From an optimization exercise on the open Yosys and OpenROAD flow, aimed at small area and a short achievable clock period; shortcuts taken in it are not production practice.

==> inputs of v4 <==
// int8_mac_tree
module int8_mac_tree (
    input clk,  
    input reset,  
    input signed [7:0] in0,
    input signed [7:0] in1,
    input signed [7:0] in2,
    input signed [7:0] in3,
    input signed [7:0] in4,
    input signed [7:0] in5,
    input signed [7:0] in6,
    input signed [7:0] in7,
    input signed [7:0] in8,
    input signed [7:0] in9,
    input signed [7:0] in10,
    input signed [7:0] in11,
    input signed [7:0] in12,
    input signed [7:0] in13,
    input signed [7:0] in14,
    input signed [7:0] in15,
    output signed [31:0] out,
    output reg signed [15:0] prod0, prod1, prod2, prod3, prod4, prod5, prod6, prod7,
    output signed [17:0] sum_level2_0, sum_level2_1
);
Settings: LEC_CHECK=0, CAP_MARGIN=20, CORE_MARGIN=2, CORE_UTILIZATION=65, SLEW_MARGIN=20, SYNTH_HIERARCHICAL=1, SYNTH_MINIMUM_KEEP_SIZE=0; clock period 12.0 ns.
standard.sh (not shown) runs the stock make flow with config.mk's settings and CLKGATE_MAP_FILE= SYNTH_SCRIPT=/design/flow/synth_recipe.tcl, a recipe that flattens the netlist after the stock synthesis.
==> flow/flow/run.sh <==
#!/bin/bash
# Standard layout, with the port buffers made from a plain buffer cell
# instead of the delay buffer buffer_ports picks on its own.
set -euo pipefail
export BUFFER_PORTS_ARGS="-buffer_cell sky130_fd_sc_hd__buf_2"
bash standard.sh > standard.log 2>&1
==> v28: changes against v4 <==
--- a/flow/design.v
+++ b/flow/design.v
@@ -347,104 +347,128 @@
     assign G264 = c244 | (s243 & c241);
     wire P265;
     assign P265 = s243 & s240;
     wire G266;
     assign G266 = c250 | (s249 & c247);
     wire P267;
     assign P267 = s249 & s246;
     wire G268;
-    assign G268 = G256 | (P257 & G254);
+    assign G268 = c217 | (s216 & G254);
     wire P269;
-    assign P269 = P257 & P255;
+    assign P269 = s216 & P255;
     wire G270;
-    assign G270 = G260 | (P261 & G258);
+    assign G270 = G256 | (P257 & G254);
     wire P271;
-    assign P271 = P261 & P259;
+    assign P271 = P257 & P255;
     wire G272;
-    assign G272 = G264 | (P265 & G262);
+    assign G272 = c229 | (s228 & G258);
     wire P273;
-    assign P273 = P265 & P263;
+    assign P273 = s228 & P259;
     wire G274;
-    assign G274 = G270 | (P271 & G268);
+    assign G274 = G260 | (P261 & G258);
     wire P275;
-    assign P275 = P271 & P269;
+    assign P275 = P261 & P259;
     wire G276;
-    assign G276 = G272 | (P273 & G274);
+    assign G276 = c241 | (s240 & G262);
     wire P277;
-    assign P277 = P273 & P275;
+    assign P277 = s240 & P263;
     wire G278;
-    assign G278 = G258 | (P259 & G268);
+    assign G278 = G264 | (P265 & G262);
     wire P279;
-    assign P279 = P259 & P269;
+    assign P279 = P265 & P263;
     wire G280;
-    assign G280 = G262 | (P263 & G274);
+    assign G280 = g252 | (p253 & G266);
     wire P281;
-    assign P281 = P263 & P275;
+    assign P281 = p253 & P267;
     wire G282;
-    assign G282 = G266 | (P267 & G276);
+    assign G282 = c223 | (s222 & G270);
     wire P283;
-    assign P283 = P267 & P277;
+    assign P283 = s222 & P271;
     wire G284;
-    assign G284 = c217 | (s216 & G254);
+    assign G284 = G258 | (P259 & G270);
     wire P285;
-    assign P285 = s216 & P255;
+    assign P285 = P259 & P271;
     wire G286;
-    assign G286 = c223 | (s222 & G268);
+    assign G286 = G272 | (P273 & G270);
     wire P287;
-    assign P287 = s222 & P269;
+    assign P287 = P273 & P271;
     wire G288;
-    assign G288 = c229 | (s228 & G278);
+    assign G288 = G274 | (P275 & G270);
     wire P289;
-    assign P289 = s228 & P279;
+    assign P289 = P275 & P271;
     wire G290;
-    assign G290 = c235 | (s234 & G274);
+    assign G290 = c247 | (s246 & G278);
     wire P291;
-    assign P291 = s234 & P275;
+    assign P291 = s246 & P279;
     wire G292;
-    assign G292 = c241 | (s240 & G280);
+    assign G292 = G266 | (P267 & G278);
     wire P293;
-    assign P293 = s240 & P281;
+    assign P293 = P267 & P279;
     wire G294;
-    assign G294 = c247 | (s246 & G276);
+    assign G294 = G280 | (P281 & G278);
     wire P295;
-    assign P295 = s246 & P277;
+    assign P295 = P281 & P279;
     wire G296;
-    assign G296 = g252 | (p253 & G282);
+    assign G296 = c235 | (s234 & G288);
     wire P297;
-    assign P297 = p253 & P283;
-    wire sum298;
-    assign sum298 = s213 ^ c211;
-    wire sum299;
-    assign sum299 = s216 ^ G254;
-    wire sum300;
-    assign sum300 = s219 ^ G284;
-    wire sum301;
-    assign sum301 = s222 ^ G268;
-    wire sum302;
-    assign sum302 = s225 ^ G286;
-    wire sum303;
-    assign sum303 = s228 ^ G278;
-    wire sum304;
-    assign sum304 = s231 ^ G288;
-    wire sum305;
-    assign sum305 = s234 ^ G274;
-    wire sum306;
-    assign sum306 = s237 ^ G290;
-    wire sum307;
-    assign sum307 = s240 ^ G280;
-    wire sum308;
-    assign sum308 = s243 ^ G292;
-    wire sum309;
-    assign sum309 = s246 ^ G276;
+    assign P297 = s234 & P289;
+    wire G298;
+    assign G298 = G262 | (P263 & G288);
+    wire P299;
+    assign P299 = P263 & P289;
+    wire G300;
+    assign G300 = G276 | (P277 & G288);
+    wire P301;
+    assign P301 = P277 & P289;
+    wire G302;
+    assign G302 = G278 | (P279 & G288);
+    wire P303;
+    assign P303 = P279 & P289;
+    wire G304;
+    assign G304 = G290 | (P291 & G288);
+    wire P305;
+    assign P305 = P291 & P289;
+    wire G306;
+    assign G306 = G292 | (P293 & G288);
+    wire P307;
+    assign P307 = P293 & P289;
+    wire G308;
+    assign G308 = G294 | (P295 & G288);
+    wire P309;
+    assign P309 = P295 & P289;
     wire sum310;
-    assign sum310 = s249 ^ G294;
+    assign sum310 = s213 ^ c211;
     wire sum311;
-    assign sum311 = p253 ^ G282;
-    assign P = {sum311, sum310, sum309, sum308, sum307, sum306, sum305, sum304, sum303, sum302, sum301, sum300, sum299, sum298, s210, pp1};
+    assign sum311 = s216 ^ G254;
+    wire sum312;
+    assign sum312 = s219 ^ G268;
+    wire sum313;
+    assign sum313 = s222 ^ G270;
+    wire sum314;
+    assign sum314 = s225 ^ G282;
+    wire sum315;
+    assign sum315 = s228 ^ G284;
+    wire sum316;
+    assign sum316 = s231 ^ G286;
+    wire sum317;
+    assign sum317 = s234 ^ G288;
+    wire sum318;
+    assign sum318 = s237 ^ G296;
+    wire sum319;
+    assign sum319 = s240 ^ G298;
+    wire sum320;
+    assign sum320 = s243 ^ G300;
+    wire sum321;
+    assign sum321 = s246 ^ G302;
+    wire sum322;
+    assign sum322 = s249 ^ G304;
+    wire sum323;
+    assign sum323 = p253 ^ G306;
+    assign P = {sum323, sum322, sum321, sum320, sum319, sum318, sum317, sum316, sum315, sum314, sum313, sum312, sum311, sum310, s210, pp1};
 endmodule
 module adder_16bit (
     input signed [15:0] A,
     input signed [15:0] B,
     input signed [15:0] C,
     input signed [15:0] D,
     output signed [17:0] S
 );
==> run notes <==
Post-layout util: v4 69.9%; v28 70.4%
Number of placed instances with taps included: v4 2704; v28 2768
Final Skew: v4 0.0186 ns; v28 0.0101 ns
Data arrival time at the worst-slack endpoint: v4 4.24 ns; v28 4.17 ns
Antenna violations before repair: v4 0; v28 1
Number of vias per cell after detailed routing: v4 5.83; v28 5.83
Final routed wirelength across all metal layers: v4 55900 µm; v28 57100 µm
Gate count of the mapped netlist: v4 2100; v28 2164
Post-layout worst setup margin: v4 5.36 ns; v28 5.43 ns
Design Area, Final: v4 24000 µm²; v28 24500 µm²
Multi-input gate area in the final layout: v4 17400 µm²; v28 17700 µm²
Seq area share: v4 15.3%; v28 15.0%
Global-route usage over all layers: v4 32.5%; v28 32.7%
Result of the run: v4 no timing/DRC/antenna violations; v28 no timing/DRC/antenna violations
Total via count in the routed design: v4 15900; v28 16300
No functional check of the RTL was part of any run of this note.

-- static timing again, ports no longer ideal --
The flow's constraints put no driver on any port. The routed layouts listed below were extracted and timed again, unchanged, in two steps. Step 1 assumes that a clkbuf_16 drives the clock port and a buf_2 every other input. Step 2 moves the port delays by t, midway between the first and last clock arrival at a register: inputs arrive t later, outputs are due t later. That takes back most of the time a late clock gives input paths. a / b / c = ideal ports / drivers / drivers and shift; a / b = the first two.
| run | shift t [ns] | slack for setup (ns) | latest minus earliest clock arrival (ns) |
|---|---|---|---|
| v4 | 0.472 | 5.360 / 5.310 / 5.462 | 0.020 / 0.020 |
| v28 | 0.468 | 5.431 / 5.382 / 5.848 | 0.010 / 0.010 |
After both steps every run listed still meets setup and hold.
